Context: an optimization exercise on an open-source flow, tuned for small area, a short achievable clock period and few clock cycles per item. The choices shown serve that exercise and are no tape-out recipe. The RTL was checked by simulation tests, not by an equivalence proof against the original design.

== run 1 ==
## aes_8_bit
module aes_8_bit (rst, clk, key_in, d_in, d_out, d_vld);
    input rst, clk;
    input [7:0] key_in;
    input [7:0] d_in;
    output reg [7:0] d_out;
    output reg d_vld;
    reg [6:0] cnt;
    always @(posedge clk) begin
        if (rst) cnt <= 7'd0;
        else if (cnt != 7'd127) cnt <= cnt + 7'd1;
    end
    localparam CW = 32;
    localparam [CW-1:0] CW0 = 32'b10000010000000000000000000000001;
    wire [CW-1:0] nx;
  ...
Size: ~2000 cells after synthesis, roughly 27 I/O pins.
clock: 7.0 ns
lec_check: 0
cap_margin: 20
core_margin: 2
core_utilization: 55
setup_slack_margin: 4.4
slew_margin: 20
run.sh (not shown) runs the stock make flow with config.mk's settings and CLKGATE_MAP_FILE= SYNTH_SCRIPT=/design/flow/synth_recipe.tcl, a recipe that flattens the netlist after the stock synthesis.
Testbench counts of run 1, summed over its fixed seeds: cycles 47,104, blocks 512.
Edits applied to the flow inputs when going from run 1 to run 2:
- changing SETUP_SLACK_MARGIN from 4.4 to 4.3
Findings:
Run 2 vs run 1 — number of global-route vias before repair dropped by a few percent
Between run 1 and run 2, post-CTS setup-driven buffer insertion count is higher for run 1, run 2 comes in under that.
Taking run 1 as the reference, in run 2 wire length shows a reduction of 1.5%, total placed cells including tap cells level.
## Diff of input files: run 3 against run 2
- setting GPL_TIMING_DRIVEN to 1 for the first time
- setting GPL_ROUTABILITY_DRIVEN to 0 for the first time
--- outcome ---
Run 3 gives more area taken by multi-input logic gates than run 2 did. The final standard cell count with taps included and fillers excluded of run 3 is higher than that of run 2. Count of nets after finishing, run 2 and run 3: higher on run 3. On total routing usage reported by global routing, run 3 tracks run 2 almost exactly. On post-route clock period utilization, run 2 and run 3 are neck and neck. Run 3 against run 2: sum of net half-perimeters after detailed placement lower, hold path depth comparable, proportion of cell area spent on the clock network shows no meaningful change, design area now larger. Run 2 vs run 3, start point of the critical path: P2[10] vs d_in[1]. Run 3 ended with less met1 routed wirelength after detailed routing than run 2.

* * *

Starting RTL as in the previous note.
export LEC_CHECK = 0
export CAP_MARGIN = 20
export CORE_MARGIN = 2
export CORE_UTILIZATION = 55
export PLACE_DENSITY_LB_ADDON = 0.1
export SETUP_SLACK_MARGIN = 4.3
export SLEW_MARGIN = 20
create_clock -name core_clock -period 7.0 [get_ports {clk}]
The first run finished clean.
Testbench counts at the start, summed over its fixed seeds: cycles 47,104, blocks 512.
Then changed:
CELL_PAD_IN_SITES_DETAIL_PLACEMENT = 0   (was default)
CELL_PAD_IN_SITES_GLOBAL_PLACEMENT = 0   (was default)
PLACE_DENSITY_LB_ADDON = default   (was 0.1)
After rerunning: The new run produced a clean layout. Wire length rose by 0.57%. Synthesized area is unchanged. Clock skew decreases by 0.0050 ns. Final area shrinks by 1.9%. First-iteration DRC count goes down by 11%. Register-to-register slack hardly moves.
Then changed:
ABC_AREA = 1   (was default)
CELL_PAD_IN_SITES_DETAIL_PLACEMENT = default   (was 0)
CELL_PAD_IN_SITES_GLOBAL_PLACEMENT = default   (was 0)
=> Final area rose by 5.3%; core utilization fell by 2.6 points; cell count increases by 42%; setup slack is better by 0.082 ns; wire length went up by 29%; sequential share of layout area fell by 2.1 points; global-route usage came out higher by 5.4 points; non-clock buffer count is lower by 55.
Then changed:
ABC_AREA = default   (was 1)
CAP_MARGIN = 5   (was 20)
SLEW_MARGIN = 5   (was 20)
The new run completed with no timing, DRC or antenna violations.
Global-route usage fell by 5.3 points.
Flip-flop and latch count does not change.
Worst hold slack is better by 0.0055 ns.
Cell count decreases by 29%.
Cell area is lower by 4.2%.
Non-clock buffer count went up by 58.
Critical path depth drops by 2.
Count of clock-buffer cells in the layout came out lower by 3.
Utilization increases by 3.2 points.

* * *

== the reference run ==
aes_8_bit again, from the RTL that the note above started with.
Design aes_8_bit, start of the top module:
module aes_8_bit (rst, clk, key_in, d_in, d_out, d_vld);
    input rst, clk;
    input [7:0] key_in;
    input [7:0] d_in;
    output reg [7:0] d_out;
    output reg d_vld;
    reg [6:0] cnt;
    always @(posedge clk) begin
        if (rst) cnt <= 7'd0;
        else if (cnt != 7'd127) cnt <= cnt + 7'd1;
    end
    localparam CW = 32;
    localparam [CW-1:0] CW0 = 32'b10000010000000000000000000000001;
    wire [CW-1:0] nx;
  ...
clock: 7.0 ns
lec_check: 0
abc_clock_period_in_ps: 2800
cap_margin: 20
core_margin: 2
core_utilization: 55
setup_slack_margin: 4.3
slew_margin: 20
Testbench counts of the reference run, summed over its fixed seeds: cycles 47,104, blocks 512.
## Diff of input files: the trial run against the reference run
Settings: a deleted ABC_CLOCK_PERIOD_IN_PS that had been 2800; a change of CORE_UTILIZATION from 55 to 60.
==> comparison <==
The reference run -> the trial run: global-route wire length before repair decreased by a few percent. The trial run and the reference run ended up with nearly the same design area. Delta (the trial run minus the reference run): non-clock buffer count now larger; total cell area at the placement stage now smaller; die area now smaller; proportion of cell area occupied by registers comparable. The trial run vs. the reference run: non-clock buffer contribution to total cell area barely changed; count of clock-buffer cells in the layout climbed about 25%.

-- afterwards: timing with drivers on the ports --
How much do the figures lean on ideal ports? The routed layouts below were timed once more, with nothing changed but the port constraints. Step 1, drivers: a clkbuf_16 drives clk and a buf_2 each remaining input, both assumed. Step 2 moves the port delays by t, midway between the first and last clock arrival at a register: inputs arrive t later, outputs are due t later. That takes back most of the time a late clock gives input paths. Three values: no drivers, after step 1, after step 2; two values: the first two.
run	t (ns)	setup slack, ns	worst register clock-pin slew, ns
run 1	0.615	4.314 / 4.314 / 3.816	0.07 / 0.07
run 2	0.631	4.263 / 4.263 / 3.694	0.06 / 0.06
run 3	0.614	4.272 / 4.287 / 3.690	0.06 / 0.06
the first run of note 2	0.625	4.271 / 4.271 / 3.746	0.07 / 0.07
the second run of note 2	0.631	4.263 / 4.263 / 3.694	0.06 / 0.06
the third run of note 2	0.629	4.345 / 4.345 / 3.791	0.07 / 0.07
the fourth run of note 2	0.627	4.151 / 4.151 / 3.722	0.06 / 0.06
the reference run	0.631	4.263 / 4.263 / 3.694	0.06 / 0.06
the trial run	0.603	4.236 / 4.236 / 3.702	0.06 / 0.06
After both steps setup and hold are still met in every run listed. The setup slack of run 3, which loses most, moves by +0.015 ns with the drivers and by -0.582 ns with both steps.
